What follows belongs to an exercise in optimizing a design on an open flow for small area; a production flow would make more cautious choices.
RTL that was checked went through simulation tests only; none was proved equivalent to the original.
Only the layout flow was run in runs 1 and 3 to 5; the RTL was not checked for function there.
Power is estimated from default activity; no workload was simulated.

`flow/flow/run.sh`:
```
#!/bin/bash
# Standard ORFS layout, with the port buffers made of the smallest buffer cell.
set -euo pipefail
bash standard.sh "BUFFER_PORTS_ARGS=-buffer_cell sky130_fd_sc_hd__buf_1" finish > orfs_make.log 2>&1
```
`flow/standard.sh`:
```
#!/bin/bash
# synth_recipe.tcl (not shown) runs the flow's synth.tcl, then flattens the netlist and writes it again
# the make line also repeats each setting of config.mk as NAME=value (left out here)
make -C /OpenROAD-flow-scripts/flow DESIGN_CONFIG=/design/flow/config.mk WORK_HOME=/design/flow/orfs CLKGATE_MAP_FILE= SYNTH_SCRIPT=/design/flow/synth_recipe.tcl "${@:-finish}"
```
`flow/config.mk`:
```
export PLATFORM = sky130hd
export DESIGN_NAME = axisafety
export DESIGN_NICKNAME = axisafety
export VERILOG_FILES = /design/flow/design.v
export SDC_FILE = /design/flow/constraint.sdc
export NUM_CORES = 4
export LEC_CHECK = 0
export CAP_MARGIN = 20
export CORE_MARGIN = 2
export CORE_UTILIZATION = 40
export CTS_BUF_LIST = sky130_fd_sc_hd__clkbuf_4
export CTS_CLUSTER_DIAMETER = 50
export CTS_CLUSTER_SIZE = 10
export SLEW_MARGIN = 20
```
`flow/constraint.sdc`:
```
create_clock -name core_clock -period 10.0 [get_ports {S_AXI_ACLK}]
set_input_delay 2.0000 -clock core_clock [delete_from_list [all_inputs] [get_ports {S_AXI_ACLK}]]
set_output_delay 2.0000 -clock core_clock [all_outputs]
set_load 0.01 [all_outputs]
```
`flow/design.v`:
```
`default_nettype	none
module axisafety (
		output	reg		o_read_fault,
		output	reg		o_write_fault,
		input	wire		S_AXI_ACLK,
		input	wire		S_AXI_ARESETN,
		output	reg		M_AXI_ARESETN,
		output	wire		comb_aresetn,
		input	wire		ext_resetn,
		output	wire		channel_up,
		input	wire [5:0]	S_AXI_AWID,
		input	wire [27:0]	S_AXI_AWADDR,
		input	wire [7:0]	S_AXI_AWLEN,
		input	wire [2:0]	S_AXI_AWSIZE,
		input	wire [1:0]	S_AXI_AWBURST,
		input	wire		S_AXI_AWLOCK,
		input	wire [3:0]	S_AXI_AWCACHE,
		input	wire [2:0]	S_AXI_AWPROT,
		input	wire [3:0]	S_AXI_AWQOS,
		input	wire		S_AXI_AWVALID,
		output	reg		S_AXI_AWREADY,
		input	wire [31:0]	S_AXI_WDATA,
		input	wire [3:0]	S_AXI_WSTRB,
		input	wire		S_AXI_WLAST,
		input	wire		S_AXI_WVALID,
		output	reg		S_AXI_WREADY,
		output	wire [5:0]	S_AXI_BID,
		output	reg [1:0]	S_AXI_BRESP,
		output	reg		S_AXI_BVALID,
		input	wire		S_AXI_BREADY,
		input	wire [5:0]	S_AXI_ARID,
		input	wire [27:0]	S_AXI_ARADDR,
		input	wire [7:0]	S_AXI_ARLEN,
		input	wire [2:0]	S_AXI_ARSIZE,
		input	wire [1:0]	S_AXI_ARBURST,
		input	wire		S_AXI_ARLOCK,
		input	wire [3:0]	S_AXI_ARCACHE,
		input	wire [2:0]	S_AXI_ARPROT,
		input	wire [3:0]	S_AXI_ARQOS,
		input	wire		S_AXI_ARVALID,
		output	reg		S_AXI_ARREADY,
		output	wire [5:0]	S_AXI_RID,
		output	reg [31:0]	S_AXI_RDATA,
		output	reg [1:0]	S_AXI_RRESP,
		output	reg		S_AXI_RLAST,
		output	reg		S_AXI_RVALID,
		input	wire		S_AXI_RREADY,
		output	reg [5:0]	M_AXI_AWID,
		output	reg [27:0]	M_AXI_AWADDR,
		output	reg [7:0]	M_AXI_AWLEN,
		output	reg [2:0]	M_AXI_AWSIZE,
		output	reg [1:0]	M_AXI_AWBURST,
		output	reg		M_AXI_AWLOCK,
		output	reg [3:0]	M_AXI_AWCACHE,
		output	reg [2:0]	M_AXI_AWPROT,
		output	reg [3:0]	M_AXI_AWQOS,
		output	reg		M_AXI_AWVALID,
		input	wire		M_AXI_AWREADY,
		output	reg [31:0]	M_AXI_WDATA,
		output	reg [3:0]	M_AXI_WSTRB,
		output	reg		M_AXI_WLAST,
		output	reg		M_AXI_WVALID,
		input	wire		M_AXI_WREADY,
		input	wire [5:0]	M_AXI_BID,
		input	wire [1:0]	M_AXI_BRESP,
		input	wire		M_AXI_BVALID,
		output	wire		M_AXI_BREADY,
		output	reg [5:0]	M_AXI_ARID,
		output	reg [27:0]	M_AXI_ARADDR,
		output	reg [7:0]	M_AXI_ARLEN,
		output	reg [2:0]	M_AXI_ARSIZE,
		output	reg [1:0]	M_AXI_ARBURST,
		output	reg		M_AXI_ARLOCK,
		output	reg [3:0]	M_AXI_ARCACHE,
		output	reg [2:0]	M_AXI_ARPROT,
		output	reg [3:0]	M_AXI_ARQOS,
		output	reg		M_AXI_ARVALID,
		input	wire		M_AXI_ARREADY,
		input	wire [5:0]	M_AXI_RID,
		input	wire [31:0]	M_AXI_RDATA,
		input	wire [1:0]	M_AXI_RRESP,
		input	wire		M_AXI_RLAST,
		input	wire		M_AXI_RVALID,
		output	wire		M_AXI_RREADY
	);
	localparam [16:0] TIMER_DONE = 17'h0a8d7;
	localparam [1:0] EXOKAY = 2'b01, SLAVE_ERROR = 2'b10;
	reg		faulty_write_return, faulty_read_return;
	reg		clear_fault;
	reg	[16:0]	write_timer, read_timer;
	reg		write_timeout, read_timeout;
	reg		r_wvalid, m_wvalid;
	reg	[31:0]	r_wdata, m_wdata;
	reg	[3:0]	r_wstrb, m_wstrb;
	reg		r_wlast, m_wlast;
	reg		m_bvalid;
	reg	[1:0]	m_bresp;
	reg		r_rvalid, m_rvalid;
	reg	[1:0]	r_rresp, m_rresp;
	reg		m_rlast;
	reg	[31:0]	r_rdata, m_rdata;
	reg		rfifo_empty;
	wire		rfifo_last, rfifo_penultimate;
	reg		s_wbursts;
	reg		m_wempty;
	wire		m_wlastctr;
	reg		waddr_valid;
	wire		raddr_valid;
	wire		aw_accept = S_AXI_AWVALID && S_AXI_AWREADY;
	wire		ar_accept = S_AXI_ARVALID && S_AXI_ARREADY;
	wire	[5:0]	wfifo_id   = M_AXI_AWID;
	wire		wfifo_lock = M_AXI_AWLOCK;
	wire	[5:0]	rfifo_id   = M_AXI_ARID;
	wire		rfifo_lock = M_AXI_ARLOCK;
	always @(posedge S_AXI_ACLK)
	if (!S_AXI_ARESETN)
		S_AXI_AWREADY <= 0;
	else if (aw_accept)
		S_AXI_AWREADY <= 0;
	else if (clear_fault)
		S_AXI_AWREADY <= 1;
	else if (!S_AXI_AWREADY)
		S_AXI_AWREADY <= S_AXI_BVALID && S_AXI_BREADY;
	always @(posedge S_AXI_ACLK)
	if (!S_AXI_ARESETN)
		waddr_valid <= 0;
	else if (aw_accept)
		waddr_valid <= 1;
	else if (waddr_valid)
		waddr_valid <= !S_AXI_BVALID || !S_AXI_BREADY;
	always @(posedge S_AXI_ACLK)
	if (aw_accept)
	begin
		M_AXI_AWID    <= S_AXI_AWID;
		M_AXI_AWADDR  <= S_AXI_AWADDR;
		M_AXI_AWSIZE  <= S_AXI_AWSIZE;
		M_AXI_AWBURST <= S_AXI_AWBURST;
		M_AXI_AWLOCK  <= S_AXI_AWLOCK;
		M_AXI_AWCACHE <= S_AXI_AWCACHE;
		M_AXI_AWPROT  <= S_AXI_AWPROT;
		M_AXI_AWQOS   <= S_AXI_AWQOS;
	end
	always @(posedge S_AXI_ACLK)
	if (!M_AXI_ARESETN)
		M_AXI_AWVALID <= 0;
	else if (!M_AXI_AWVALID || M_AXI_AWREADY)
		M_AXI_AWVALID <= !o_write_fault && aw_accept;
	always @(posedge S_AXI_ACLK)
	if (!S_AXI_ARESETN)
		s_wbursts <= 0;
	else if (S_AXI_WVALID && S_AXI_WREADY && S_AXI_WLAST)
		s_wbursts <= 1;
	else if (S_AXI_BVALID && S_AXI_BREADY)
		s_wbursts <= 0;
	wire	w_beat = M_AXI_WVALID && M_AXI_WREADY;
	wire	m_aw_hs = M_AXI_AWVALID && M_AXI_AWREADY;
	wire	w_dec = w_beat && (m_aw_hs == m_wempty);
	always @(posedge S_AXI_ACLK)
	if (aw_accept)
		M_AXI_AWLEN <= S_AXI_AWLEN;
	else if (w_dec && S_AXI_ARESETN && !o_write_fault)
		M_AXI_AWLEN <= M_AXI_AWLEN - 1;
	always @(posedge S_AXI_ACLK)
	if (!S_AXI_ARESETN || o_write_fault)
		m_wempty <= 1;
	else if (m_aw_hs || w_dec)
		m_wempty <= w_dec && (M_AXI_AWLEN == 0);
	assign	m_wlastctr = !m_wempty && (M_AXI_AWLEN == 0);
	always @(posedge S_AXI_ACLK)
	if (!S_AXI_ARESETN)
		S_AXI_WREADY <= 0;
	else if (S_AXI_WVALID && S_AXI_WREADY)
	begin
		if (S_AXI_WLAST)
			S_AXI_WREADY <= 0;
		else if (o_write_fault)
			S_AXI_WREADY <= 1;
		else if (!M_AXI_WVALID || M_AXI_WREADY)
			S_AXI_WREADY <= 1;
		else
			S_AXI_WREADY <= 0;
	end else if ((!s_wbursts)&&(waddr_valid)
				&&(o_write_fault || M_AXI_WREADY))
		S_AXI_WREADY <= 1;
	else if (aw_accept)
		S_AXI_WREADY <= 1;
	always @(posedge S_AXI_ACLK)
	if (!S_AXI_ARESETN)
		r_wvalid <= 0;
	else if (!r_wvalid)
	begin
		r_wvalid <= (S_AXI_WVALID && S_AXI_WREADY
				&& M_AXI_WVALID && !M_AXI_WREADY);
		r_wdata <= S_AXI_WDATA;
		r_wstrb <= S_AXI_WSTRB;
		r_wlast <= S_AXI_WLAST;
	end else if (o_write_fault || M_AXI_WREADY || !M_AXI_ARESETN)
		r_wvalid <= 0;
	always @(*)
	if (o_write_fault)
	begin
		m_wvalid = !m_wempty;
		m_wlast  = m_wlastctr;
		m_wstrb  = 0;
	end else if (r_wvalid)
	begin
		m_wvalid = 1;
		m_wstrb  = r_wstrb;
		m_wlast  = r_wlast;
	end else begin
		m_wvalid = S_AXI_WVALID && S_AXI_WREADY;
		m_wstrb  = S_AXI_WSTRB;
		m_wlast  = S_AXI_WLAST;
	end
	always @(*)
	if (r_wvalid)
		m_wdata = r_wdata;
	else
		m_wdata = S_AXI_WDATA;
	always @(posedge S_AXI_ACLK)
	begin
		if (!M_AXI_WVALID || M_AXI_WREADY)
		begin
			M_AXI_WVALID <= m_wvalid;
			M_AXI_WDATA  <= m_wdata;
			M_AXI_WSTRB  <= m_wstrb;
			M_AXI_WLAST  <= m_wlast;
		end
		if (!M_AXI_ARESETN)
			M_AXI_WVALID <= 0;
	end
	always @(posedge S_AXI_ACLK)
	if (!S_AXI_ARESETN || !waddr_valid
			|| (!o_write_fault && M_AXI_BVALID) || S_AXI_WREADY)
		write_timer <= 0;
	else
		write_timer <= { write_timer[15:0],
				!(write_timer[16] ^ write_timer[13]) };
	always @(posedge S_AXI_ACLK)
	if (!S_AXI_ARESETN || clear_fault)
		write_timeout <= 0;
	else if (M_AXI_BVALID)
		write_timeout <= write_timeout;
	else if (S_AXI_WVALID && S_AXI_WREADY)
		write_timeout <= write_timeout;
	else if (write_timer == TIMER_DONE)
		write_timeout <= 1;
	always @(*)
	begin
		faulty_write_return = 0;
		if (M_AXI_WVALID && M_AXI_WREADY
				&& M_AXI_AWVALID && !M_AXI_AWREADY)
			faulty_write_return = 1;
		if (M_AXI_BVALID)
		begin
			if (M_AXI_AWVALID || M_AXI_WVALID)
				faulty_write_return = 1;
			if (!m_wempty)
				faulty_write_return = 1;
			if (s_wbursts <= (S_AXI_BVALID ? 1'b1:1'b0))
				faulty_write_return = 1;
			if (M_AXI_BID != wfifo_id)
				faulty_write_return = 1;
			if (M_AXI_BRESP == EXOKAY && !wfifo_lock)
				faulty_write_return = 1;
		end
	end
	always @(posedge S_AXI_ACLK)
	if (!S_AXI_ARESETN || clear_fault)
		o_write_fault <= 0;
	else if ((!M_AXI_ARESETN&&o_read_fault) || write_timeout)
		o_write_fault <= 1;
	else if (M_AXI_BVALID && M_AXI_BREADY)
		o_write_fault <= (o_write_fault) || faulty_write_return;
	else if (M_AXI_WVALID && M_AXI_WREADY
			&& M_AXI_AWVALID && !M_AXI_AWREADY)
		o_write_fault <= 1;
	always @(*)
	if (o_write_fault)
	begin
		m_bvalid = s_wbursts && !S_AXI_BVALID;
		m_bresp  = SLAVE_ERROR;
	end else begin
		m_bvalid = M_AXI_BVALID && !faulty_write_return;
		m_bresp  = M_AXI_BRESP;
	end
	assign M_AXI_BREADY = 1;
	always @(posedge S_AXI_ACLK)
	if (!S_AXI_ARESETN)
		S_AXI_BVALID <= 0;
	else if (!S_AXI_BVALID || S_AXI_BREADY)
		S_AXI_BVALID <= m_bvalid;
	always @(posedge S_AXI_ACLK)
	if (!S_AXI_BVALID || S_AXI_BREADY)
		S_AXI_BRESP  <= m_bresp;
	assign	S_AXI_BID = wfifo_id;
	always @(posedge S_AXI_ACLK)
	if (!S_AXI_ARESETN)
		S_AXI_ARREADY <= 0;
	else if (ar_accept)
		S_AXI_ARREADY <= 0;
	else if (clear_fault)
		S_AXI_ARREADY <= 1;
	else if (!S_AXI_ARREADY)
		S_AXI_ARREADY <= (S_AXI_RVALID && S_AXI_RLAST && S_AXI_RREADY);
	assign	raddr_valid = !rfifo_empty;
	always @(posedge S_AXI_ACLK)
	if (ar_accept)
	begin
		M_AXI_ARID    <= S_AXI_ARID;
		M_AXI_ARADDR  <= S_AXI_ARADDR;
		M_AXI_ARSIZE  <= S_AXI_ARSIZE;
		M_AXI_ARBURST <= S_AXI_ARBURST;
		M_AXI_ARLOCK  <= S_AXI_ARLOCK;
		M_AXI_ARCACHE <= S_AXI_ARCACHE;
		M_AXI_ARPROT  <= S_AXI_ARPROT;
		M_AXI_ARQOS   <= S_AXI_ARQOS;
	end
	always @(posedge S_AXI_ACLK)
	if (!M_AXI_ARESETN)
		M_AXI_ARVALID <= 0;
	else if (!M_AXI_ARVALID || M_AXI_ARREADY)
		M_AXI_ARVALID <= !o_read_fault && ar_accept;
	always @(posedge S_AXI_ACLK)
	if (!S_AXI_ARESETN || clear_fault || rfifo_empty || S_AXI_RVALID
			|| M_AXI_RVALID)
		read_timer <= 0;
	else
		read_timer <= { read_timer[15:0],
				!(read_timer[16] ^ read_timer[13]) };
	always @(posedge S_AXI_ACLK)
	if (!S_AXI_ARESETN || clear_fault)
		read_timeout <= 0;
	else if (rfifo_empty||S_AXI_RVALID)
		read_timeout <= read_timeout;
	else if (M_AXI_RVALID)
		read_timeout <= read_timeout;
	else if (read_timer == TIMER_DONE)
		read_timeout <= 1;
	always @(*)
	begin
		faulty_read_return = 0;
		if (M_AXI_RVALID)
		begin
			if (M_AXI_ARVALID)
				faulty_read_return = 1;
			if (M_AXI_RID != rfifo_id)
				faulty_read_return = 1;
			if (rfifo_last && (S_AXI_RVALID || !M_AXI_RLAST))
				faulty_read_return = 1;
			if (rfifo_penultimate && S_AXI_RVALID && (r_rvalid || !M_AXI_RLAST))
				faulty_read_return = 1;
			if (M_AXI_RRESP == EXOKAY && !rfifo_lock)
				faulty_read_return = 1;
		end
	end
	always @(posedge S_AXI_ACLK)
	if (!S_AXI_ARESETN || clear_fault)
		o_read_fault <= 0;
	else if ((!M_AXI_ARESETN && o_write_fault) || read_timeout)
		o_read_fault <= 1;
	else if (M_AXI_RVALID && (faulty_read_return || !raddr_valid))
		o_read_fault <= 1;
	always @(posedge S_AXI_ACLK)
	if (!S_AXI_ARESETN || o_read_fault)
		r_rvalid <= 0;
	else if (!r_rvalid)
		r_rvalid <= M_AXI_RVALID && S_AXI_RVALID && !S_AXI_RREADY;
	else if (S_AXI_RREADY)
		r_rvalid <= 0;
	always @(posedge S_AXI_ACLK)
	if (!r_rvalid)
	begin
		r_rresp  <= M_AXI_RRESP;
		r_rdata  <= M_AXI_RDATA;
	end
	assign M_AXI_RREADY = !r_rvalid;
	wire	r_dec = !rfifo_empty && S_AXI_RVALID && S_AXI_RREADY;
	always @(posedge S_AXI_ACLK)
	if (ar_accept)
		M_AXI_ARLEN <= S_AXI_ARLEN;
	else if (r_dec)
		M_AXI_ARLEN <= M_AXI_ARLEN - 1;
	always @(posedge S_AXI_ACLK)
	if (!S_AXI_ARESETN)
		rfifo_empty <= 1;
	else if (ar_accept)
		rfifo_empty <= 0;
	else if (r_dec)
		rfifo_empty <= (M_AXI_ARLEN == 0);
	assign	rfifo_last        = !rfifo_empty && (M_AXI_ARLEN == 0);
	assign	rfifo_penultimate = !rfifo_empty && (M_AXI_ARLEN == 1);
	always @(*)
	if (o_read_fault || !M_AXI_ARESETN)
	begin
		m_rvalid = !rfifo_empty && !(S_AXI_RVALID && rfifo_last);
		m_rresp  = SLAVE_ERROR;
	end else if (r_rvalid)
	begin
		m_rvalid = 1;
		m_rresp  = r_rresp;
	end else begin
		m_rvalid = M_AXI_RVALID && raddr_valid && !faulty_read_return;
		m_rresp  = M_AXI_RRESP;
	end
	always @(*)
	if (S_AXI_RVALID)
		m_rlast = rfifo_penultimate;
	else
		m_rlast = rfifo_last;
	always @(*)
	if (r_rvalid)
		m_rdata = r_rdata;
	else
		m_rdata = M_AXI_RDATA;
	always @(posedge S_AXI_ACLK)
	if (!S_AXI_ARESETN)
		S_AXI_RVALID <= 0;
	else if (!S_AXI_RVALID || S_AXI_RREADY)
		S_AXI_RVALID <= m_rvalid;
	always @(posedge S_AXI_ACLK)
	if (!S_AXI_RVALID || S_AXI_RREADY)
	begin
		S_AXI_RRESP  <= m_rresp;
		S_AXI_RLAST  <= m_rlast;
		S_AXI_RDATA  <= m_rdata;
	end
	assign	S_AXI_RID = rfifo_id;
	reg	[2:0]	ext_resetn_r;
	reg	[9:0]	chup_count;
	always @(posedge S_AXI_ACLK)
		ext_resetn_r <= {ext_resetn_r[1:0], ext_resetn};
	always @(posedge S_AXI_ACLK)
	if (ext_resetn != ext_resetn_r[0])
		chup_count <= 0;
	else if (!(&chup_count))
		chup_count <= chup_count + 1;
	assign channel_up = ext_resetn_r[0] ^ !(&chup_count);
	assign comb_aresetn = M_AXI_ARESETN & ext_resetn_r[2];
	reg	[4:0]	reset_counter;
	reg		r_clear_fault;
	wire		reset_timeout = reset_counter[4];
	always @(posedge S_AXI_ACLK)
	if (!S_AXI_ARESETN)
		M_AXI_ARESETN <= 0;
	else if (clear_fault)
		M_AXI_ARESETN <= 1;
	else if (o_read_fault || o_write_fault)
		M_AXI_ARESETN <= 0;
	always @(posedge S_AXI_ACLK)
	if (M_AXI_ARESETN)
		reset_counter <= 0;
	else if (!reset_timeout)
		reset_counter <= reset_counter+1;
	always @(posedge S_AXI_ACLK)
	if (!S_AXI_ARESETN)
		r_clear_fault <= 1;
	else if (!M_AXI_ARESETN && !reset_timeout)
		r_clear_fault <= 0;
	else if (!o_read_fault && !o_write_fault)
		r_clear_fault <= 0;
	else if (raddr_valid || waddr_valid)
		r_clear_fault <= 0;
	else
		r_clear_fault <= 1;
	always @(*)
	if (S_AXI_AWVALID || S_AXI_ARVALID)
		clear_fault = 0;
	else if (raddr_valid || waddr_valid)
		clear_fault = 0;
	else
		clear_fault = r_clear_fault;
endmodule
```
==> out/summary.txt, run 1 <==
CP Cell Sequence -> ha_1, nand3_1, nor3_2, xnor2_1, buf_1
DRC -> 0
drt pass-1 iters -> 4
worst hold path stage count -> 0
combinational cell fraction of total power -> 7.2%
CTS sink count -> 335
leading area contributor after synthesis -> edfxtp_1
# port buffers -> 434
clock period minus worst slack -> 4.41 ns
Int Power -> 2.00 mW
I/O pin count -> 436
Hold Crit Start -> ext_resetn_r[1]
ratio of cells with drive above 1 in the final layout -> 13.3%
CTS Hold Bufs -> 0
Post-CTS Setup Repair Bufs -> 0
Hold WS -> 0.360 ns
Ys Warns -> 1
Non-Filler Instances -> 1,609
Slew headroom -> 31.6%
drt total wl -> 26,000 um
post-synthesis sequential area ratio -> 76.0%
largest net degree at the start of global routing -> 55
Worst-Skew Late Latency -> 0.66 ns
PostCTS Resize Cnt -> 0
pwr/cell area -> 179 nW/um^2
Fill cells -> 2,608
Inserted Diodes -> 0
post-route cell area -> 14,400 sq um
Setup crit end kind -> primary output
static leakage -> 4.95 nW
initial antenna violation count -> 1
Worst Path Required -> 8.00 ns
Detail Route Antenna Nets -> 0
clk_skew -> 0.0352 ns
fin util -> 49.9%
number of cells after detailed placement -> 1,532
final period utilization -> 44.1%
Sum Neg Setup Slack -> 0 ns
Post-Syn Nets -> 962
Horiz. Die Dim -> 176 um
area grow syn2layout -> 22.0%
RSZ-0062 raised after global routing -> false
Hold WC Path Type -> reg -> reg
CTS Root Cell -> clkbuf_4
top-area cell type share of the netlist area -> 58.1%
ys flop type -> edfxtp_1
via count -> 7,569
worst slew pin tran -> 1.03 ns
Reg power frac -> 61.6%
CORE AREA -> 28,900 sq um
CTS tree -> done
Synth Register Bits -> 335
Setup CP Type -> reg -> out
Hold EP -> ext_resetn_r[2]
number of max-cap violations -> 0
Worst-path clk slew -> 0.11 ns
Worst R2R Setup Slack -> 7.52 ns
Setup Viol. Count Final -> 0
DR vias/cell -> 4.70
Post-synth EDFFs -> 229
initial DRC count -> 337
post-synthesis cell type count -> 58
fin worst setup slack -> 5.59 ns
startpoint types -> register
r2r endpoint -> S_AXI_WREADY
asr flop ratio synth -> 0%
Initial Util -> 40.9%
TritonCTS Buffers -> 42
top post-synthesis cells by area -> edfxtp_1, dfxtp_1, mux2_2
Post-DP Area -> 13,800 sq um
Critical Path Max Stage Delay -> 0.58 ns
Buf/Inv on CP -> 1
clock power share -> 31.1%
Die Height -> 176 um
GRT Overall Usage -> 16.1%
Slew Limit Fails -> 0
VDD IR-drop max -> 0.0917 mV
Worst R2R Start -> S_AXI_AWREADY
crit path max fanout -> 8
placement row count -> 62
vias in the first global route -> 7,510
Max Freq -> 0.227 GHz
H-Tree Depth -> 2
Final Hold Viols -> 0
CTS max path bufs -> 3
Reg2Reg Depth -> 3
full die area -> 31,000 sq um
CP arrival -> 2.41 ns
syn_area_per_cell -> 16.0 sq um
Total Power -> 2.59 mW
nets -> 1,415
post-detail-place hpwl -> 18,700 um
P_sw -> 0.593 mW
global-route wire length before repair -> 39,200 um
Crit path max-delay family -> simple AND/OR/NAND/NOR gates
post-synthesis cell count -> 739
Post-Synthesis Cell Area -> 11,800 sq um
Sw Share -> 22.9%
Place WS -> 5.85 ns
CP max stage cell -> nor3_2
gr ovfl total -> 0
GP Congestion -> 0.809
DR WL/cell -> 16.1 um
status -> complete, no violations
[cell type report]
class	instances	area, sq um	share of cell area [%]
Multi-Input combinational cell	356	2620	18.1
Timing Repair Buffer	440	1670	11.6
Inverter	17	66.3	0.459
Sequential cell	335	9000	62.3
Tap cell	384	480	3.33
Clock buffer	67	503	3.48
Clock inverter	10	98.8	0.684
[cells in the mapped netlist, types with 7 or more instances]
cell type	number
a21oi_1	28
a31oi_1	7
and2_1	22
and3_1	19
buf_4	13
clkbuf_1	16
dfxtp_1	106
edfxtp_1	229
inv_1	16
mux2_2	71
nand2_1	19
nand2b_1	9
nor2_1	52
xnor2_1	20
xor2_1	12
[cells by family after synthesis]
logic type               share of synthesized area, %
multiplexers                                     7.26
flip-flops                                       76.0
other                                          0.0317
XOR/XNOR                                         2.37
AO/OA/AOI/OAI                                    3.65
AND/OR/NAND/NOR                                  8.13
adder cells (fa/ha/maj)                         0.634
buffers and inverters                            1.93
[how the worst max path moves through the flow]
stage | start | endpoint | slack (ns) | depth (start not counted)
CTS | chup_count[0] | channel_up | 5.52 | 5
detailed placement | S_AXI_ARESETN | o_read_fault | 5.85 | 6
finish | chup_count[0] | channel_up | 5.59 | 5
floorplan | S_AXI_AWVALID | M_AXI_AWVALID | 6.36 | 4
global route | chup_count[0] | channel_up | 5.30 | 5
global placement | S_AXI_ARESETN | o_read_fault | 5.84 | 6
[layout by cell type (no fill, tap or decap), types with 3 or more instances in the layout]
cell	netlist	layout
edfxtp_1	229	229
mux2_2	71	71
nor2_1	52	52
xnor2_1	20	20
nand2_1	19	19
ha_1	6	6
and2_1	22	22
clkbuf_4	0	67
clkinv_2	0	3
clkinv_1	1	5
xor2_1	12	12
and3_1	19	19
inv_1	16	14
nor4_1	5	5
buf_4	13	5
mux2i_1	6	6
o21ai_0	4	4
nand2b_1	9	7
or4_1	4	4
dfxtp_1	106	104
nor3b_1	5	5
nor3_1	6	6
buf_1	2	433
o31ai_1	5	5
a31oi_1	7	7
nor2b_1	6	6
a21oi_1	28	28
nand3_1	6	6
nor4bb_1	3	3
[flip-flops by register name (all words and copies together), names as in the netlist, 10 cells and up]
name / flops
r_wdata: 32
write_timer: 17
r_rdata: 32
M_AXI_AWADDR: 28
M_AXI_ARADDR: 28
M_AXI_WDATA: 32
chup_count: 10
S_AXI_RDATA: 32
read_timer: 17
[power groups by stage]
stage               clock (mW)  sequential [mW]  combinational (mW)
CTS                      0.846             1.60               0.192
global route             0.901             1.61               0.212
global placement             0             1.63               0.187
floorplan                    0             1.64              0.0853
finish                   0.806             1.60               0.188
detailed placement           0             1.63               0.191
[worst reg2reg max path, stage by stage, from the launching register on]
cell and delay [ns]:
dfxtp_1 0.35, nand2_1 0.48, clkinv_2 0.90, o311a_1 0.63
[metal layers]
| layer | part of all wire, % | vias to the layer above | global-route usage (%) | wire, um |
|---|---|---|---|---|
| li1 | - | 3638 | - | - |
| met4 | 3.3 | 2 | 5.99 | 861 |
| met5 | 0.077 | - | 0 | 20 |
| met3 | 8.3 | 67 | 5.12 | 2170 |
| met1 | 41 | 3550 | 19.7 | 10600 |
| met2 | 48 | 312 | 26.6 | 12400 |
==> run 2, diff against run 1 <==
--- a/flow/design.v
+++ b/flow/design.v
@@ -427,15 +427,21 @@
 	end
 	assign	S_AXI_RID = rfifo_id;
 	reg	[2:0]	ext_resetn_r;
-	reg	[9:0]	chup_count;
+	reg	[9:0]	chup_lfsr;
+	reg		chup_done;
 	always @(posedge S_AXI_ACLK)
 		ext_resetn_r <= {ext_resetn_r[1:0], ext_resetn};
 	always @(posedge S_AXI_ACLK)
 	if (ext_resetn != ext_resetn_r[0])
-		chup_count <= 0;
-	else if (!(&chup_count))
-		chup_count <= chup_count + 1;
-	assign channel_up = ext_resetn_r[0] ^ !(&chup_count);
+	begin
+		chup_lfsr <= 0;
+		chup_done <= 0;
+	end else begin
+		chup_lfsr <= { chup_lfsr[8:0], !(chup_lfsr[9] ^ chup_lfsr[6]) };
+		chup_done <= chup_done || (chup_lfsr == 10'h200)
+				|| (chup_lfsr == 10'h3ff);
+	end
+	assign channel_up = ext_resetn_r[0] ^ !chup_done;
 	assign comb_aresetn = M_AXI_ARESETN & ext_resetn_r[2];
 	reg	[4:0]	reset_counter;
 	reg		r_clear_fault;
==> run 2 against run 1 <==
  * Final cell count shrank 1.2%
  * Non-clock buffer count shrank 2
  * Via count shrank 2.2%
  * Routed wire length grew 0.99%
  * Still clean
  * Power shrank 0.65%
  * Clock skew shrank 0.010 ns
  * Global-route usage grew 0.22 points
==> out/summary.txt, run 2 <==
status -> complete, no violations (unchanged)
Initial Util -> 40.7% (was 40.9%)
Adder-Cell Fraction of Synth Area -> 0.533% (was 0.634%)
commonest non-fill, non-tap cell in the layout -> buf_1 (unchanged)
post-detail-place hpwl -> 18,700 um (about the same)
gr ovfl total -> 0 (unchanged)
GRT Overall Usage -> 16.3% (was 16.1%)
CTS tree -> done (unchanged)
PostCTS Resize Cnt -> 0 (unchanged)
Worst Path Required -> 8.00 ns (about the same)
Buf/Inv on CP -> 1 (unchanged)
CTS Hold Bufs -> 0 (unchanged)
Int Power -> 1.98 mW (was 2.00 mW)
via count -> 7,404 (was 7,569)
main combinational cell family by area after synthesis -> simple AND/OR/NAND/NOR gates (unchanged)
ratio of cells with drive above 1 in the final layout -> 13.5% (was 13.3%)
post-synthesis sequential area ratio -> 76.9% (was 76.0%)
mux contribution to synthesized area -> 6.99% (was 7.26%)
syn_area_per_cell -> 16.3 sq um (was 16.0 sq um)
initial DRC count -> 407 (was 337)
Crit path max-delay family -> flip-flops (was simple AND/OR/NAND/NOR gates)
CP arrival -> 1.73 ns (was 2.41 ns)
Reg2Reg Depth -> 3 (unchanged)
CP Depth -> 2 (was 5)
drt pass-1 iters -> 5 (was 4)
crit path max fanout -> 13 (was 8)
Reg power frac -> 62.0% (was 61.6%)
RSZ-0062 raised after global routing -> false (unchanged)
Synth Register Bits -> 336 (was 335)
Worst-Skew Late Latency -> 0.66 ns (about the same)
Hold WC Path Type -> reg -> reg (unchanged)
Setup crit end kind -> primary output (unchanged)
top post-synthesis cells by area -> edfxtp_1, dfxtp_1, mux2_2 (unchanged)
Die Height -> 175 um (was 176 um)
number of max-cap violations -> 0 (unchanged)
global-route wire length before repair -> 39,400 um (was 39,200 um)
Compound-Gate Fraction of Synth Area -> 3.18% (was 3.65%)
CP Cell Sequence -> and2_1, buf_1 (was ha_1, nand3_1, nor3_2, xnor2_1, buf_1)
final period utilization -> 37.3% (was 44.1%)
nets -> 1,392 (was 1,415)
Critical Path Max Stage Delay -> 0.72 ns (was 0.58 ns)
top-area cell type share of the netlist area -> 58.6% (was 58.1%)
clock period minus worst slack -> 3.73 ns (was 4.41 ns)
Sw Share -> 23.2% (was 22.9%)
Post-CTS Setup Repair Bufs -> 0 (unchanged)
DR vias/cell -> 4.66 (was 4.70)
Post-Syn Nets -> 942 (was 962)
largest net degree at the start of global routing -> 62 (was 55)
Max Used Layer -> met5 (unchanged)
DR WL/cell -> 16.5 um (was 16.1 um)
clk_skew -> 0.0250 ns (was 0.0352 ns)
initial antenna violation count -> 3 (was 1)
asr flop ratio synth -> 0% (unchanged)
placement row count -> 62 (unchanged)
CTS sink count -> 336 (was 335)
Worst-path clk slew -> 0.10 ns (was 0.11 ns)
drt total wl -> 26,200 um (was 26,000 um)
DRC -> 0 (unchanged)
Hold WS -> 0.344 ns (was 0.360 ns)
DRT met1 WL -> 11,100 um (was 10,600 um)
top post-synthesis cells by count -> edfxtp_1, dfxtp_1, mux2_2 (unchanged)
WL met3 -> 2390 um (was 2170 um)
ys flop type -> edfxtp_1 (unchanged)
most frequent cells in the layout -> buf_1, edfxtp_1, dfxtp_1, mux2_2, clkbuf_4 (unchanged)
Slew Limit Fails -> 0 (unchanged)
Slew headroom -> 33.3% (was 31.6%)
Detail Route Antenna Nets -> 0 (unchanged)
XOR/XNOR share of the synthesized area -> 2.39% (was 2.37%)
Max Freq -> 0.268 GHz (was 0.227 GHz)
post-synthesis cell type count -> 56 (was 58)
worst hold path stage count -> 0 (unchanged)
full die area -> 30,700 sq um (was 31,000 sq um)
TritonCTS Buffers -> 42 (unchanged)
GP Congestion -> 0.806 (was 0.809)
leading area contributor after synthesis -> edfxtp_1 (unchanged)
fin worst setup slack -> 6.27 ns (was 5.59 ns)
static leakage -> 4.92 nW (was 4.95 nW)
Final Hold Viols -> 0 (unchanged)
H-Tree Depth -> 2 (unchanged)
Post-synth EDFFs -> 229 (unchanged)
startpoint types -> register (unchanged)
combinational cell fraction of total power -> 6.8% (was 7.2%)
Ys Warns -> 1 (unchanged)
number of cells after detailed placement -> 1,510 (was 1,532)
Sum Neg Setup Slack -> 0 ns (unchanged)
most frequent cell after synthesis -> edfxtp_1 (unchanged)
Place WS -> 5.99 ns (was 5.85 ns)
Non-Filler Instances -> 1,589 (was 1,609)
Worst R2R Setup Slack -> 7.60 ns (was 7.52 ns)
I/O pin count -> 436 (unchanged)
pwr/cell area -> 180 nW/um^2 (was 179 nW/um^2)
CP max stage cell -> dfxtp_1 (was nor3_2)
Post-Synthesis Cell Area -> 11,700 sq um (was 11,800 sq um)
clock power share -> 31.1% (about the same)
Horiz. Die Dim -> 175 um (was 176 um)
P_sw -> 0.596 mW (was 0.593 mW)
CORE AREA -> 28,800 sq um (was 28,900 sq um)
Setup Viol. Count Final -> 0 (unchanged)
Setup CP Type -> reg -> out (unchanged)
CTS max path bufs -> 3 (unchanged)
post-synthesis cell count -> 720 (was 739)
CTS Root Cell -> clkbuf_4 (unchanged)
# port buffers -> 434 (unchanged)
post-synthesis simple-gate area fraction -> 7.98% (was 8.13%)
Total Power -> 2.57 mW (was 2.59 mW)
vias in the first global route -> 7,337 (was 7,510)
area grow syn2layout -> 21.9% (was 22.0%)
metal2 WL -> 12,100 um (was 12,400 um)
VDD IR-drop max -> 0.0914 mV (was 0.0917 mV)
worst slew pin tran -> 1.00 ns (was 1.03 ns)
## run 2: per-stage QoR
stage,util (%),instance area [sq um]
5_1_grt,49.7,14300
3_5_place_dp,47.6,13700
2_1_floorplan,-,11700
6_report,49.7,14300
3_3_place_gp,47.6,13700
4_1_cts,49.7,14300
## run 2: cell type report
class / count / area, sq um
Multi-Input combinational cell: 335 / 2480
Antenna cell: 2 / 5.00
Clock inverter: 8 / 67.6
Tap cell: 384 / 480
Clock buffer: 69 / 518
Sequential cell: 336 / 9020
Timing Repair Buffer: 438 / 1660
Inverter: 17 / 66.3
Fill cell: 2631 / 14500
## run 2: cell families (layout without fill, tap and decap cells)
kind of cell / Yosys count / count (layout)
buf+inv: 49 / 532
fa+ha+maj: 5 / 5
simple gates: 166 / 166
flops: 336 / 336
other cells: 1 / 3
xor+xnor: 32 / 32
compound gates: 58 / 58
mux: 73 / 73
## run 2: path summary, 6_finish.rpt
check | start | to
worst max-delay path | M_AXI_ARESETN | comb_aresetn
worst min register to register | ext_resetn_r[1] | ext_resetn_r[2]
worst min-delay path | ext_resetn_r[1] | ext_resetn_r[2]
worst max register to register | S_AXI_AWREADY | S_AXI_WREADY
## run 2: power by group through the flow
stage	clock network [mW]	logic, mW	registers, mW
floorplan	0	0.0799	1.64
global placement	0	0.176	1.63
detailed placement	0	0.179	1.63
CTS	0.838	0.179	1.60
global route	0.895	0.197	1.60
finish	0.801	0.176	1.60
## run 2: metal layers
metal,track usage [%],vias up
met5,0,-
li1,-,3576
met2,26.2,306
met1,21.0,3462
met4,5.14,2
met3,5.13,58
==> run 3, diff against run 2 <==
--- a/flow/design.v
+++ b/flow/design.v
@@ -42,7 +42,7 @@
 		output	wire [5:0]	S_AXI_RID,
 		output	reg [31:0]	S_AXI_RDATA,
 		output	reg [1:0]	S_AXI_RRESP,
-		output	reg		S_AXI_RLAST,
+		output	wire		S_AXI_RLAST,
 		output	reg		S_AXI_RVALID,
 		input	wire		S_AXI_RREADY,
 		output	reg [5:0]	M_AXI_AWID,
@@ -97,7 +97,6 @@
 	reg	[1:0]	m_bresp;
 	reg		r_rvalid, m_rvalid;
 	reg	[1:0]	r_rresp, m_rresp;
-	reg		m_rlast;
 	reg	[31:0]	r_rdata, m_rdata;
 	reg		rfifo_empty;
 	wire		rfifo_last, rfifo_penultimate;
@@ -404,11 +403,6 @@
 		m_rresp  = M_AXI_RRESP;
 	end
 	always @(*)
-	if (S_AXI_RVALID)
-		m_rlast = rfifo_penultimate;
-	else
-		m_rlast = rfifo_last;
-	always @(*)
 	if (r_rvalid)
 		m_rdata = r_rdata;
 	else
@@ -422,26 +416,22 @@
 	if (!S_AXI_RVALID || S_AXI_RREADY)
 	begin
 		S_AXI_RRESP  <= m_rresp;
-		S_AXI_RLAST  <= m_rlast;
 		S_AXI_RDATA  <= m_rdata;
 	end
 	assign	S_AXI_RID = rfifo_id;
+	assign	S_AXI_RLAST = rfifo_last;
 	reg	[2:0]	ext_resetn_r;
 	reg	[9:0]	chup_lfsr;
-	reg		chup_done;
+	wire		chup_ones = &chup_lfsr[8:0];
 	always @(posedge S_AXI_ACLK)
 		ext_resetn_r <= {ext_resetn_r[1:0], ext_resetn};
 	always @(posedge S_AXI_ACLK)
 	if (ext_resetn != ext_resetn_r[0])
-	begin
-		chup_lfsr <= 0;
-		chup_done <= 0;
-	end else begin
-		chup_lfsr <= { chup_lfsr[8:0], !(chup_lfsr[9] ^ chup_lfsr[6]) };
-		chup_done <= chup_done || (chup_lfsr == 10'h200)
-				|| (chup_lfsr == 10'h3ff);
-	end
-	assign channel_up = ext_resetn_r[0] ^ !chup_done;
+		chup_lfsr <= 10'h3fe;
+	else
+		chup_lfsr <= { chup_lfsr[8:0],
+			!(chup_lfsr[9] ^ chup_lfsr[6]) || (chup_ones && !chup_lfsr[9]) };
+	assign channel_up = ext_resetn_r[0] ^ !(chup_ones && chup_lfsr[9]);
 	assign comb_aresetn = M_AXI_ARESETN & ext_resetn_r[2];
 	reg	[4:0]	reset_counter;
 	reg		r_clear_fault;
==> flow/flow/run.sh (replaced) <==
#!/bin/bash
# Standard ORFS layout (standard.sh), with two changes:
#  - synthesis maps the logic with an area-oriented ABC script (flow/synth.tcl);
#  - the port buffers are the smallest buffer cell, sky130_fd_sc_hd__buf_1.
# All of the ORFS tools' output goes to orfs_make.log here, and each step's
# own log stays under orfs/logs/.
set -euo pipefail
export FLOW_WORK="$PWD"
bash standard.sh "SYNTH_SCRIPT=$FLOW_WORK/flow/synth.tcl" \
  "BUFFER_PORTS_ARGS=-buffer_cell sky130_fd_sc_hd__buf_1" finish > orfs_make.log 2>&1
==> flow/flow/abc_area.script (new file) <==
strash
dch -f
amap -F 5 -A 5
mfs2
strash
dch -f
amap -F 5 -A 5
==> flow/flow/synth.tcl (new file) <==
# The standard flow's synthesis (synth_recipe.tcl, unchanged), with ABC's technology
# mapping run with an area-oriented script (flow/abc_area.script) in place
# of ORFS's default one.  Registers are mapped before ABC runs, so they
# are the standard synthesis's, with the same names and cells.
proc abc {args} {
  set i [lsearch -exact $args -script]
  if {$i >= 0} {
    lset args [expr {$i + 1}] $::env(FLOW_WORK)/flow/abc_area.script
  }
  yosys abc {*}$args
}
source $::env(FLOW_WORK)/synth_recipe.tcl
==> run 3 against run 2 <==
  * Still clean on timing, DRC and antenna
  * Worst hold slack worse by 0.0081 ns
  * Utilization is 0.44 points higher
  * Worst setup slack worse by 0.36 ns
  * Routed wire length is 7.9% higher
  * First-iteration DRC count is 27% higher
  * Critical endpoint unchanged
==> out/summary.txt, run 3 <==
H-Tree Depth -> 2 (unchanged)
Worst-path clk slew -> 0.10 ns (about the same)
commonest non-fill, non-tap cell in the layout -> buf_1 (unchanged)
placement row count -> 61 (was 62)
full die area -> 29,700 sq um (was 30,700 sq um)
via count -> 7,637 (was 7,404)
post-synthesis cell type count -> 39 (was 56)
largest net degree at the start of global routing -> 50 (was 62)
Max Freq -> 0.244 GHz (was 0.268 GHz)
initial DRC count -> 516 (was 407)
most frequent cell after synthesis -> edfxtp_1 (unchanged)
post-synthesis cell count -> 738 (was 720)
post-synthesis sequential area ratio -> 79.1% (was 76.9%)
Detail Route Antenna Nets -> 0 (unchanged)
Worst Setup SP -> M_AXI_ARESETN (unchanged)
pwr/cell area -> 180 nW/um^2 (about the same)
Hold WC Path Type -> reg -> reg (unchanged)
clock period minus worst slack -> 4.09 ns (was 3.73 ns)
global-route wire length before repair -> 41,200 um (was 39,400 um)
Final Hold Viols -> 0 (unchanged)
most frequent cells in the layout -> buf_1, edfxtp_1, dfxtp_1, o22a_1, clkbuf_4 (was buf_1, edfxtp_1, dfxtp_1, mux2_2, clkbuf_4)
top post-synthesis cells by area -> edfxtp_1, dfxtp_1, o22a_1 (was edfxtp_1, dfxtp_1, mux2_2)
ys flop type -> edfxtp_1 (unchanged)
top-area cell type share of the netlist area -> 60.4% (was 58.6%)
Slew Limit Fails -> 0 (unchanged)
worst slew pin tran -> 1.06 ns (was 1.00 ns)
PostCTS Resize Cnt -> 0 (unchanged)
Die Height -> 172 um (was 175 um)
drt pass-1 iters -> 6 (was 5)
syn_area_per_cell -> 15.4 sq um (was 16.3 sq um)
worst hold path stage count -> 0 (unchanged)
top post-synthesis cells by count -> edfxtp_1, dfxtp_1, o22a_1 (was edfxtp_1, dfxtp_1, mux2_2)
static leakage -> 4.57 nW (was 4.92 nW)
Ys Warns -> 1 (unchanged)
Setup Viol. Count Final -> 0 (unchanged)
CP arrival -> 2.09 ns (was 1.73 ns)
fin util -> 50.1% (was 49.7%)
DR vias/cell -> 4.71 (was 4.66)
# port buffers -> 434 (unchanged)
asr flop ratio synth -> 0% (unchanged)
ratio of cells with drive above 1 in the final layout -> 7.00% (was 13.5%)
final period utilization -> 40.9% (was 37.3%)
drt total wl -> 28,300 um (was 26,200 um)
CORE AREA -> 27,900 sq um (was 28,800 sq um)
Post-Synthesis Cell Area -> 11,300 sq um (was 11,700 sq um)
crit path max fanout -> 10 (was 13)
number of max-cap violations -> 0 (unchanged)
Fill cells -> 2,532 (was 2,631)
Setup CP Type -> reg -> out (unchanged)
DR WL/cell -> 17.5 um (was 16.5 um)
Initial Util -> 40.7% (about the same)
initial antenna violation count -> 3 (unchanged)
Total Power -> 2.52 mW (was 2.57 mW)
clk_skew -> 0.0548 ns (was 0.0250 ns)
Post-Syn Nets -> 960 (was 942)
vias in the first global route -> 7,339 (was 7,337)
GRT Overall Usage -> 18.2% (was 16.3%)
Hold Crit Start -> ext_resetn_r[1] (unchanged)
Slew headroom -> 29.5% (was 33.3%)
CTS tree -> done (unchanged)
Post-CTS Setup Repair Bufs -> 0 (unchanged)
CTS sink count -> 334 (was 336)
Worst Path Required -> 8.00 ns (about the same)
leading area contributor after synthesis -> edfxtp_1 (unchanged)
CTS Hold Bufs -> 0 (unchanged)
status -> complete, no violations (unchanged)
gr ovfl total -> 0 (unchanged)
Worst R2R Start -> M_AXI_ARID[3] (was S_AXI_AWREADY)
Sum Neg Setup Slack -> 0 ns (unchanged)
DRC -> 0 (unchanged)
Synth Register Bits -> 334 (was 336)
Worst-Skew Late Latency -> 0.66 ns (about the same)
Reg2Reg Depth -> 10 (was 3)
Setup crit end kind -> primary output (unchanged)
post-detail-place hpwl -> 20,600 um (was 18,700 um)
TritonCTS Buffers -> 41 (was 42)
area grow syn2layout -> 23.2% (was 21.9%)
GP Congestion -> 0.804 (was 0.806)
Post-synth EDFFs -> 228 (was 229)
nets -> 1,433 (was 1,392)
RSZ-0062 raised after global routing -> false (unchanged)
VDD IR-drop max -> 0.104 mV (was 0.0914 mV)
startpoint types -> register (unchanged)
CTS Root Cell -> clkbuf_4 (unchanged)
Horiz. Die Dim -> 172 um (was 175 um)
CTS max path bufs -> 3 (unchanged)
I/O pin count -> 436 (unchanged)
==> run 3: cell count changes after synthesis, moves of 16 or more <==
cell,change
clkinv_1,+61
and3_1,-18
and2_1,-34
xnor2_1,-20
mux2_2,-71
inv_1,-16
nor2_1,+25
o22a_1,+75
==> run 3: area by class of cell <==
type                    count  area, sq um  area share (%)
clock inverters             7         35.0           0.251
multi-input cells         329         2040            14.6
clock buffers              68          510            3.66
inverters                  62          233            1.67
diodes                      1         2.50          0.0179
repair buffers            443         1700            12.2
well taps                 378          473            3.39
flip-flops and latches    334         8970            64.2
==> run 3: report_power, final <==
| group | internal, mW | switching (mW) |
|---|---|---|
| sequential | 1.55 | 0.0338 |
| combinational | 0.0727 | 0.110 |
| clock | 0.310 | 0.442 |
==> run 3: worst paths after layout <==
check	to	slack (ns)
setup reg to reg	o_read_fault	7.54
hold / removal	ext_resetn_r[2]	0.34
setup / recovery	comb_aresetn	5.91
hold reg to reg	ext_resetn_r[2]	0.34
==> run 3: logic make-up after synthesis <==
logic type | synth area share [%]
buf+inv | 2.91
xor+xnor | 0.386
other cells | 0.0331
simple gates | 7.03
flops | 79.1
compound gates | 9.95
fa+ha+maj | 0.552
==> run 3: worst max-delay path, stage by stage, from the launching register on <==
cell and delay (ns):
dfxtp_1 0.52, clkinv_1 0.49, nor2b_1 0.24, buf_1 0.19
==> run 3: per-layer routing <==
metal | up-vias | GRT usage (%) | part of all wire (%)
met5 | - | 0 | 0.10
li1 | 3730 | - | -
met3 | 46 | 5.54 | 8.5
met2 | 320 | 31.3 | 50
met1 | 3537 | 22.3 | 40
met4 | 4 | 4.86 | 1.8
==> run 3: through the flow <==
step                      std cells  hold slack [ns]  cell area [sq um]  worst slack, ns
after floorplan                 738            0.310              11300             5.78
after global placement         1546            0.312              13400             5.90
after detailed placement       1546            0.313              13400             5.85
after CTS                      1621            0.333              14000             5.81
after global routing           1622            0.355              14000             5.74
final                          1622            0.336              14000             5.91
==> run 4, diff against run 3 <==
--- a/flow/config.mk
+++ b/flow/config.mk
@@ -8,7 +8,7 @@
 export CAP_MARGIN = 20
 export CORE_MARGIN = 2
 export CORE_UTILIZATION = 40
-export CTS_BUF_LIST = sky130_fd_sc_hd__clkbuf_4
-export CTS_CLUSTER_DIAMETER = 50
-export CTS_CLUSTER_SIZE = 10
+export CTS_BUF_LIST = sky130_fd_sc_hd__clkbuf_16
+export CTS_CLUSTER_DIAMETER = 40
+export CTS_CLUSTER_SIZE = 30
 export SLEW_MARGIN = 20
==> run 4 against run 3 <==
  * Still clean
  * Sequential power hardly changed
  * Power is 32% higher
  * Clock skew decreased by 0.040 ns
  * Synthesized cell count stayed put
  * Combinational power about the same
  * Largest power group unchanged
==> out/summary.txt, run 4 <==
status -> complete, no violations (unchanged)
crit path max fanout -> 10 (unchanged)
full die area -> 29,700 sq um (unchanged)
CORE AREA -> 27,900 sq um (unchanged)
# port buffers -> 434 (unchanged)
PostCTS Resize Cnt -> 0 (unchanged)
post-detail-place hpwl -> 20,600 um (unchanged)
Post-DP Area -> 13,400 sq um (unchanged)
post-synthesis sequential area ratio -> 79.1% (unchanged)
commonest non-fill, non-tap cell in the layout -> buf_1 (unchanged)
Hold WS -> 0.325 ns (was 0.336 ns)
H-Tree Depth -> 2 (unchanged)
Total Power -> 3.31 mW (was 2.52 mW)
fin util -> 53.5% (was 50.1%)
I/O pin count -> 436 (unchanged)
Horiz. Die Dim -> 172 um (unchanged)
VDD IR-drop max -> 0.141 mV (was 0.104 mV)
Setup crit end kind -> primary output (unchanged)
startpoint types -> register (unchanged)
CTS sink count -> 334 (unchanged)
Final Hold Viols -> 0 (unchanged)
Place WS -> 5.85 ns (unchanged)
area grow syn2layout -> 31.5% (was 23.2%)
static leakage -> 4.97 nW (was 4.57 nW)
Critical Path Max Stage Delay -> 0.50 ns (was 0.52 ns)
Slew headroom -> 28.1% (was 29.5%)
largest net degree at the start of global routing -> 50 (unchanged)
CTS tree -> done (unchanged)
clock period minus worst slack -> 3.93 ns (was 4.09 ns)
global-route wire length before repair -> 41,800 um (was 41,200 um)
Post-Synthesis Cell Area -> 11,300 sq um (unchanged)
CP arrival -> 1.93 ns (was 2.09 ns)
syn_area_per_cell -> 15.4 sq um (unchanged)
Slew Limit Fails -> 0 (unchanged)
Worst Path Required -> 8.00 ns (about the same)
RSZ-0062 raised after global routing -> false (unchanged)
nets -> 1,436 (was 1,433)
Setup CP Type -> reg -> out (unchanged)
leading area contributor after synthesis -> edfxtp_1 (unchanged)
Sum Neg Setup Slack -> 0 ns (unchanged)
via count -> 7,668 (was 7,637)
DR WL/cell -> 17.6 um (was 17.5 um)
DRC -> 0 (unchanged)
Worst-Skew Late Latency -> 0.52 ns (was 0.66 ns)
Post-CTS Setup Repair Bufs -> 0 (unchanged)
top post-synthesis cells by count -> edfxtp_1, dfxtp_1, o22a_1 (unchanged)
clk_skew -> 0.0151 ns (was 0.0548 ns)
gr ovfl total -> 0 (unchanged)
Post-synth EDFFs -> 228 (unchanged)
CTS Root Cell -> clkbuf_16 (was clkbuf_4)
placement row count -> 61 (unchanged)
CP max stage cell -> dfxtp_1 (unchanged)
top post-synthesis cells by area -> edfxtp_1, dfxtp_1, o22a_1 (unchanged)
drt total wl -> 28,600 um (was 28,300 um)
worst slew pin tran -> 1.08 ns (was 1.06 ns)
ratio of cells with drive above 1 in the final layout -> 6.56% (was 7.00%)
Inserted Diodes -> 0 (was 1)
drt pass-1 iters -> 4 (was 6)
GRT Overall Usage -> 18.4% (was 18.2%)
Initial Util -> 40.7% (unchanged)
initial DRC count -> 403 (was 516)
initial antenna violation count -> 1 (was 3)
CTS max path bufs -> 3 (unchanged)
most frequent cells in the layout -> buf_1, edfxtp_1, dfxtp_1, o22a_1, clkinv_1 (was buf_1, edfxtp_1, dfxtp_1, o22a_1, clkbuf_4)
post-synthesis cell count -> 738 (unchanged)
final period utilization -> 39.3% (was 40.9%)
Hold WC Path Type -> reg -> reg (unchanged)
CP Cell Sequence -> clkinv_1, nor2b_1, buf_1 (unchanged)
Non-Filler Instances -> 1,628 (was 1,622)
ys flop type -> edfxtp_1 (unchanged)
number of max-cap violations -> 0 (unchanged)
CTS Hold Bufs -> 0 (unchanged)
post-route cell area -> 14,900 sq um (was 14,000 sq um)
Setup Viol. Count Final -> 0 (unchanged)
asr flop ratio synth -> 0% (unchanged)
DR vias/cell -> 4.71 (about the same)
TritonCTS Buffers -> 44 (was 41)
pwr/cell area -> 222 nW/um^2 (was 180 nW/um^2)
most frequent cell after synthesis -> edfxtp_1 (unchanged)
vias in the first global route -> 7,443 (was 7,339)
Synth Register Bits -> 334 (unchanged)
top-area cell type share of the netlist area -> 60.4% (unchanged)
Max Freq -> 0.254 GHz (was 0.244 GHz)
Worst-path clk slew -> 0.06 ns (was 0.10 ns)
Post-Syn Nets -> 960 (unchanged)
fin worst setup slack -> 6.07 ns (was 5.91 ns)
Detail Route Antenna Nets -> 0 (unchanged)
number of cells after detailed placement -> 1,546 (unchanged)
Ys Warns -> 1 (unchanged)
Die Height -> 172 um (unchanged)
GP Congestion -> 0.804 (unchanged)
post-synthesis cell type count -> 39 (unchanged)
-- run 4: worst paths after layout --
| path | from | depth (start not counted) | slack [ns] | end |
|---|---|---|---|---|
| setup reg to reg | M_AXI_ARID[3] | 10 | 7.56 | o_read_fault |
| setup / recovery | M_AXI_ARESETN | 3 | 6.07 | comb_aresetn |
| hold / removal | ext_resetn_r[1] | 0 | 0.32 | ext_resetn_r[2] |
| hold reg to reg | ext_resetn_r[1] | 0 | 0.32 | ext_resetn_r[2] |
-- run 4: final cells by class --
type | instances | area, sq um
multi-input combinational | 329 | 2040
fill | 2430 | 13000
sequential | 334 | 8970
clock inverter | 35 | 309
timing repair buffer | 443 | 1700
inverter | 62 | 233
clock buffer | 47 | 1180
tap | 378 | 473
-- run 4: power by group --
group	total, mW	switching, mW	internal [mW]
registers	1.59	0.0340	1.55
logic	0.182	0.110	0.0727
clock network	1.54	0.583	0.961
-- run 4: kinds of logic after synthesis --
| group | count (synthesis) | share of synthesized area [%] |
|---|---|---|
| AOI/OAI and AO/OA | 151 | 9.95 |
| xor gates and xnor gates | 5 | 0.386 |
| adders and majority gates | 5 | 0.552 |
| buffers and inverters | 75 | 2.91 |
| DFF | 334 | 79.1 |
| other | 1 | 0.0331 |
| and+or+nand+nor | 167 | 7.03 |
-- run 4: worst max-delay path: cells and delay by family (launching register included) --
family | cells | cell delay [ns]
buffers and inverters | 2 | 0.68
AND/OR/NAND/NOR | 1 | 0.24
flip-flops | 1 | 0.50
-- run 4: routing by layer --
metal	vias to the layer above	track usage, %	wire length (um)
li1	3730	-	-
met2	306	31.4	14200
met5	-	0	13
met1	3580	22.8	11500
met4	2	5.30	590
met3	50	5.33	2310
==> run 5, diff against run 4 <==
--- a/flow/config.mk
+++ b/flow/config.mk
@@ -8,7 +8,7 @@
 export CAP_MARGIN = 20
 export CORE_MARGIN = 2
 export CORE_UTILIZATION = 40
-export CTS_BUF_LIST = sky130_fd_sc_hd__clkbuf_16
+export CTS_BUF_LIST = sky130_fd_sc_hd__clkbuf_8
 export CTS_CLUSTER_DIAMETER = 40
-export CTS_CLUSTER_SIZE = 30
+export CTS_CLUSTER_SIZE = 20
 export SLEW_MARGIN = 20
==> run 5 against run 4 <==
  * Still clean
  * Synthesized cell count unchanged
  * Register-to-register slack hardly changed
  * Power fell by 12%
  * Critical path depth did not move
  * Worst hold slack improved by 0.0050 ns
  * First-iteration DRC count up 6.5%
  * Non-clock buffer count unchanged
  * Sequential power barely moved
  * Combinational power is essentially flat
  * Critical endpoint unchanged
  * Largest cell class unchanged
  * Largest power group unchanged
  * Highest routed layer unchanged
==> out/summary.txt, run 5 <==
Post-Synthesis Cell Area -> 11,300 sq um (unchanged)
XOR/XNOR share of the synthesized area -> 0.386% (unchanged)
Buf/Inv on CP -> 2 (unchanged)
ys flop type -> edfxtp_1 (unchanged)
Detail Route Antenna Nets -> 0 (unchanged)
Synth Register Bits -> 334 (unchanged)
top post-synthesis cells by area -> edfxtp_1, dfxtp_1, o22a_1 (unchanged)
pwr/cell area -> 202 nW/um^2 (was 222 nW/um^2)
Crit path max-delay family -> buffers and inverters (unchanged)
metal2 WL -> 14,000 um (was 14,200 um)
RSZ-0062 raised after global routing -> false (unchanged)
Max Used Layer -> met5 (unchanged)
worst slew pin tran -> 1.04 ns (was 1.08 ns)
syn_area_per_cell -> 15.4 sq um (unchanged)
Adder-Cell Fraction of Synth Area -> 0.552% (unchanged)
startpoint types -> register (unchanged)
number of max-cap violations -> 0 (unchanged)
CTS Root Cell -> clkbuf_8 (was clkbuf_16)
PostCTS Resize Cnt -> 0 (unchanged)
WL met3 -> 2360 um (was 2310 um)
Initial Util -> 40.7% (unchanged)
Ys Warns -> 1 (unchanged)
CTS sink count -> 334 (unchanged)
Max Freq -> 0.253 GHz (was 0.254 GHz)
drt pass-1 iters -> 4 (unchanged)
Post-CTS Setup Repair Bufs -> 0 (unchanged)
Worst-path clk slew -> 0.08 ns (was 0.06 ns)
full die area -> 29,700 sq um (unchanged)
post-synthesis sequential area ratio -> 79.1% (unchanged)
main combinational cell family by area after synthesis -> compound AO/OA/AOI/OAI gates (unchanged)
top post-synthesis cells by count -> edfxtp_1, dfxtp_1, o22a_1 (unchanged)
Compound-Gate Fraction of Synth Area -> 9.95% (unchanged)
drt total wl -> 28,400 um (was 28,600 um)
GRT Overall Usage -> 18.3% (was 18.4%)
Inserted Diodes -> 0 (unchanged)
Worst-Skew Late Latency -> 0.55 ns (was 0.52 ns)
TritonCTS Buffers -> 44 (unchanged)
Worst Path Required -> 8.00 ns (about the same)
CTS max path bufs -> 3 (unchanged)
Post-synth EDFFs -> 228 (unchanged)
Final Hold Viols -> 0 (unchanged)
post-synthesis simple-gate area fraction -> 7.03% (unchanged)
Total Power -> 2.91 mW (was 3.31 mW)
Die Height -> 172 um (unchanged)
CORE AREA -> 27,900 sq um (unchanged)
most frequent cells in the layout -> buf_1, edfxtp_1, dfxtp_1, o22a_1, nor2_1 (was buf_1, edfxtp_1, dfxtp_1, o22a_1, clkinv_1)
Setup CP Type -> reg -> out (unchanged)
Setup crit end kind -> primary output (unchanged)
H-Tree Depth -> 2 (unchanged)
Horiz. Die Dim -> 172 um (unchanged)
largest net degree at the start of global routing -> 50 (unchanged)
vias in the first global route -> 7,418 (was 7,443)
DRT met1 WL -> 11,300 um (was 11,500 um)
Setup Viol. Count Final -> 0 (unchanged)
CTS Hold Bufs -> 0 (unchanged)
VDD IR-drop max -> 0.118 mV (was 0.141 mV)
DR WL/cell -> 17.4 um (was 17.6 um)
top-area cell type share of the netlist area -> 60.4% (unchanged)
via count -> 7,644 (was 7,668)
clk_skew -> 0.0261 ns (was 0.0151 ns)
Register Area -> 8970 sq um (unchanged)
Slew Limit Fails -> 0 (unchanged)
post-synthesis cell count -> 738 (unchanged)
Slew headroom -> 30.5% (was 28.1%)
mux contribution to synthesized area -> 0% (unchanged)
placement row count -> 61 (unchanged)
final period utilization -> 39.6% (was 39.3%)
CTS tree -> done (unchanged)
initial DRC count -> 429 (was 403)
clock period minus worst slack -> 3.96 ns (was 3.93 ns)
Hold WS -> 0.330 ns (was 0.325 ns)
post-synthesis cell type count -> 39 (unchanged)
area taken by multi-input logic gates -> 2040 sq um (unchanged)
# port buffers -> 434 (unchanged)
DR vias/cell -> 4.70 (was 4.71)
crit path max fanout -> 10 (unchanged)
Sum Neg Setup Slack -> 0 ns (unchanged)
ratio of cells with drive above 1 in the final layout -> 7.04% (was 6.56%)
Post-Syn Nets -> 960 (unchanged)
CP max stage cell -> dfxtp_1 (unchanged)
DRC -> 0 (unchanged)
Hold WC Path Type -> reg -> reg (unchanged)
I/O pin count -> 436 (unchanged)
static leakage -> 4.77 nW (was 4.97 nW)
status -> complete, no violations (unchanged)
Fill cells -> 2,474 (was 2,430)
gr ovfl total -> 0 (unchanged)
asr flop ratio synth -> 0% (unchanged)
post-detail-place hpwl -> 20,600 um (unchanged)
most frequent cell after synthesis -> edfxtp_1 (unchanged)
initial antenna violation count -> 2 (was 1)
leading area contributor after synthesis -> edfxtp_1 (unchanged)
Critical Path Max Stage Delay -> 0.51 ns (was 0.50 ns)
GP Congestion -> 0.804 (unchanged)
global-route wire length before repair -> 41,500 um (was 41,800 um)
CP arrival -> 1.96 ns (was 1.93 ns)
CP Cell Sequence -> clkinv_1, nor2b_1, buf_1 (unchanged)
commonest non-fill, non-tap cell in the layout -> buf_1 (unchanged)
area grow syn2layout -> 27.4% (was 31.5%)
nets -> 1,436 (unchanged)
[run 5: cell counts after synthesis]
Identical to the previous run, type by type.
[run 5: worst paths after layout]
kind | startpoint | endpoint | slack (ns) | depth (start not counted)
max | M_AXI_ARESETN | comb_aresetn | 6.04 | 3
min | ext_resetn_r[1] | ext_resetn_r[2] | 0.33 | 0
max reg2reg | M_AXI_ARID[3] | o_read_fault | 7.56 | 10
min reg2reg | ext_resetn_r[1] | ext_resetn_r[2] | 0.33 | 0
[run 5: layout make-up]
type / instances / share of cell area [%]
inverter: 62 / 1.61
clock buffer: 52 / 4.96
tap: 378 / 3.28
clock inverter: 30 / 2.14
multi-input combinational: 329 / 14.1
timing repair buffer: 443 / 11.8
sequential: 334 / 62.1
[run 5: through the flow]
stage	instances	utilization (%)	setup slack [ns]	area (sq um)
floorplan	738	-	5.78	11300
global placement	1546	48.1	5.90	13400
detailed placement	1546	48.2	5.85	13400
CTS	1628	51.8	5.94	14400
global route	1628	51.8	5.87	14400
finish	1628	51.8	6.04	14400
[run 5: cells by family after synthesis]
kind of cell    after synthesis
flops                       334
compound gates              151
xor+xnor                      5
buf+inv                      75
other cells                   1
simple gates                167
fa+ha+maj                     5
[run 5: per-layer routing]
metal  up-vias  GRT usage (%)
met3        65           5.45
met5         -              0
met4         4           6.07
met2       311           31.1
li1       3718              -
met1      3546           22.3
[run 5: power by group]
group | internal (mW) | leakage, nW | switching (mW)
sequential | 1.55 | 3.08 | 0.0339
clock | 0.622 | 0.537 | 0.527
combinational | 0.0727 | 1.15 | 0.109

-- separate check: timing with driven ports --
No port has a modelled driver above. Below, the same layouts with a new extraction and two added sets of constraints. Step 1: set_driving_cell puts a clkbuf_16 on S_AXI_ACLK and a buf_2 on each other input, an assumption about the parent block. Step 2 moves the port delays by t, midway between the first and last clock arrival at a register: inputs arrive t later, outputs are due t later. That takes back most of the time a late clock gives input paths. a / b / c = ideal / step 1 / step 2; a / b = the first two.
| run | shift t [ns] | slack for setup (ns) | worst hold slack (ns) | worst setup path after step 2 |
|---|---|---|---|---|
| run 1 | 0.681 | 5.587 / 5.553 / 5.783 | 0.360 / 0.360 / 0.360 | input to register |
| run 2 | 0.673 | 6.265 / 6.234 / 5.813 | 0.344 / 0.344 / 0.344 | input to register |
| run 3 | 0.680 | 5.905 / 5.860 / 5.942 | 0.336 / 0.336 / 0.336 | input to register |
| run 4 | 0.562 | 6.067 / 6.020 / 5.936 | 0.325 / 0.325 / 0.325 | input to register |
| run 5 | 0.583 | 6.040 / 5.998 / 5.936 | 0.330 / 0.330 / 0.330 | input to register |
After both steps setup and hold are still met in every run listed. The setup slack of run 2, which loses most, moves by -0.031 ns with the drivers and by -0.452 ns with both steps.
